Background: an optimization exercise with open tools, aiming at small area, a short achievable clock period and few clock cycles. Do not read the settings as production practice. In this exercise RTL edits were held to simulation tests only and were not proved equivalent to the original.

run a:
==> module alu, before the edit <==
module alu(input [31:0]  in1,
	   input [31:0]  in2,
	   input 	 cin,
	   input [4:0] 	 shamt,
	   input [9:0] 	 op,      
	   input 	 sra,     
	   input 	 left,    
	   input [31:0]  link,    
	   input [31:0]  stdata,  
	   output [31:0] out,
	   output 	 eq,
	   output 	 lt,
	   output 	 ltu);
   wire [31:0] 	 sum;
   wire 	 cout;
   ksadd32s add_inst(.a(in1), .b(in2), .sub(cin), .s(sum), .cout(cout));
   assign eq = (in1 == in2);
   assign ltu = ~cout;
   assign lt = (in1[31] ^ in2[31]) ? in1[31] : sum[31];
   wire [31:0] 	 shl, shr;
   shifter shift_inst(.in(in1), .shamt(shamt), .sra(sra), .left(left), .shl(shl), .shr(shr));
   wire [31:0] 	 early = ({32{op[4]}} & (in1 ^ in2))
     | ({32{op[6]}} & (in1 | in2))
     | ({32{op[7]}} & (in1 & in2))
     | ({32{op[8]}} & link)
     | ({32{op[9]}} & stdata);
   wire [31:0] 	 late_n;
   genvar i;
   generate
      for (i = 0; i < 32; i = i + 1) begin : g_res
	 aoi222g g(.a0(op[0]), .b0(sum[i]), .a1(op[1]), .b1(shl[i]),
		   .a2(op[5]), .b2(shr[i]), .y(late_n[i]));
	 if (i == 0) begin : g_b0
	    wire cmp_n;
	    aoi22g gc(.a0(op[2]), .b0(lt), .a1(op[3]), .b1(ltu), .y(cmp_n));
	    nand3g go(.a(late_n[0]), .b(cmp_n), .c(~early[0]), .y(out[0]));
	 end
	 else begin : g_bn
	    nand2g go(.a(late_n[i]), .b(~early[i]), .y(out[i]));
	 end
      end
   endgenerate
endmodule  
==> module aoi222g, before the edit <==
module aoi222g(input a0, b0, a1, b1, a2, b2, output y);
   assign y = ~((a0 & b0) | (a1 & b1) | (a2 & b2));
endmodule  
==> module aoi22g, before the edit <==
module aoi22g(input a0, b0, a1, b1, output y);
   assign y = ~((a0 & b0) | (a1 & b1));
endmodule  
Settings: LEC_CHECK=0, CAP_MARGIN=25, CORE_MARGIN=2, CORE_UTILIZATION=60, CTS_BUF_LIST=sky130_fd_sc_hd__clkbuf_16, CTS_CLUSTER_DIAMETER=80, CTS_CLUSTER_SIZE=24, PLACE_DENSITY=0.7, SLEW_MARGIN=40, SYNTH_HIERARCHICAL=1; clock period 10.0 ns.
standard.sh (not shown) runs the stock make flow with config.mk's settings and CLKGATE_MAP_FILE= SYNTH_SCRIPT=/design/flow/synth_recipe.tcl, a recipe that flattens the netlist after the stock synthesis.
==> flow/flow/run.sh <==
#!/bin/bash
# Layout flow: the standard synthesis (standard.sh synth, unchanged), then
# the standard ORFS steps (standard.sh) with three changes:
#  - the port buffers are buf_4 cells instead of the cell buffer_ports picks
#    by default (a slow delay cell on this platform);
#  - timing repair aims for a larger setup margin, on the worst endpoints only;
#  - clock tree synthesis inserts no dummy loads (same buffers and clustering
#    as config.mk's CTS settings).
# make's output goes to flow_synth.log and flow_layout.log, each ORFS step's
# to orfs/logs/.
set -euo pipefail
cd "$(dirname "$0")/.."
bash standard.sh synth > flow_synth.log 2>&1
bash standard.sh "BUFFER_PORTS_ARGS=-buffer_cell sky130_fd_sc_hd__buf_4" \
     SETUP_SLACK_MARGIN=6.5 TNS_END_PERCENT=5 \
     "CTS_ARGS=-sink_clustering_enable -repair_clock_nets -buf_list sky130_fd_sc_hd__clkbuf_16 -sink_clustering_size 24 -sink_clustering_max_diameter 80 -dont_use_dummy_load" \
     finish > flow_layout.log 2>&1
Run a went all the way through the flow, and no timing, DRC or antenna check failed.
Testbench counts of run a, summed over its fixed seeds: cycles 653,986.
#### Input delta (run b over run a)
--- a/flow/design.v
+++ b/flow/design.v
@@ -16,33 +16,22 @@
    ksadd32s add_inst(.a(in1), .b(in2), .sub(cin), .s(sum), .cout(cout));
    assign eq = (in1 == in2);
    assign ltu = ~cout;
    assign lt = (in1[31] ^ in2[31]) ? in1[31] : sum[31];
    wire [31:0] 	 shl, shr;
    shifter shift_inst(.in(in1), .shamt(shamt), .sra(sra), .left(left), .shl(shl), .shr(shr));
-   wire [31:0] 	 early = ({32{op[4]}} & (in1 ^ in2))
+   assign out = ({32{op[0]}} & sum)
+     | ({32{op[1]}} & shl)
+     | {31'h0, op[2] & lt}
+     | {31'h0, op[3] & ltu}
+     | ({32{op[4]}} & (in1 ^ in2))
+     | ({32{op[5]}} & shr)
      | ({32{op[6]}} & (in1 | in2))
      | ({32{op[7]}} & (in1 & in2))
      | ({32{op[8]}} & link)
      | ({32{op[9]}} & stdata);
-   wire [31:0] 	 late_n;
-   genvar i;
-   generate
-      for (i = 0; i < 32; i = i + 1) begin : g_res
-	 aoi222g g(.a0(op[0]), .b0(sum[i]), .a1(op[1]), .b1(shl[i]),
-		   .a2(op[5]), .b2(shr[i]), .y(late_n[i]));
-	 if (i == 0) begin : g_b0
-	    wire cmp_n;
-	    aoi22g gc(.a0(op[2]), .b0(lt), .a1(op[3]), .b1(ltu), .y(cmp_n));
-	    nand3g go(.a(late_n[0]), .b(cmp_n), .c(~early[0]), .y(out[0]));
-	 end
-	 else begin : g_bn
-	    nand2g go(.a(late_n[i]), .b(~early[i]), .y(out[i]));
-	 end
-      end
-   endgenerate
 endmodule  
 module shifter(input [31:0]  in,
 	       input [4:0]   shamt,
 	       input 	     sra,
 	       input 	     left,
 	       output [31:0] shl,
@@ -68,18 +57,12 @@
       for (i = 0; i < 32; i = i + 1) begin : g_out
 	 assign shr[i] = x[5][i];
 	 assign shl[i] = x[5][31 - i];
       end
    endgenerate
 endmodule  
-module aoi222g(input a0, b0, a1, b1, a2, b2, output y);
-   assign y = ~((a0 & b0) | (a1 & b1) | (a2 & b2));
-endmodule  
-module aoi22g(input a0, b0, a1, b1, output y);
-   assign y = ~((a0 & b0) | (a1 & b1));
-endmodule  
 module mux2ig(input a0, a1, s, output y);
    assign y = ~(s ? a1 : a0);
 endmodule  
 module and2g(input a, b, output y);
    assign y = a & b;
 endmodule
[summary]
| worst-case setup margin in the final layout | run b vs run a | worse |
Summary of run b over run a: average detailed-routed wire length per instance -1.7%, wire length lower, synthesized cell count level, global-route usage over all layers saw a decrease.
Final cell count, run a and run b, lower one = run b.
Testbench counts of run b, summed over its fixed seeds: cycles 653,986.

==> afterwards: timing with drivers on the ports <==
The results above use ideal ports. As a check the final layouts listed here were re-extracted and re-timed, cells and wires unchanged.
Step 1, drivers: a clkbuf_16 drives clock and a buf_2 each remaining input, both assumed.
Step 2 adds t to the input delays and takes it off the output delays; t is the mean of the earliest and latest rising clock arrival at the registers after step 1. Input paths then give back, and output paths get back, about the clock's delay inside the block.
Three values: ideal, step 1, step 2; two values: the first two.
run	t (ns)	setup slack, ns	worst slew at a driven data input, ns	pins driven straight from the clock port
run a	0.780	6.185 / 6.219 / 5.439	0.06	1
run b	0.758	6.041 / 5.998 / 5.241	0.24	1
After both steps every run listed still meets setup and hold. For run b, which loses most, drivers alone change the setup slack by -0.043 ns; drivers and shift together by -0.800 ns.
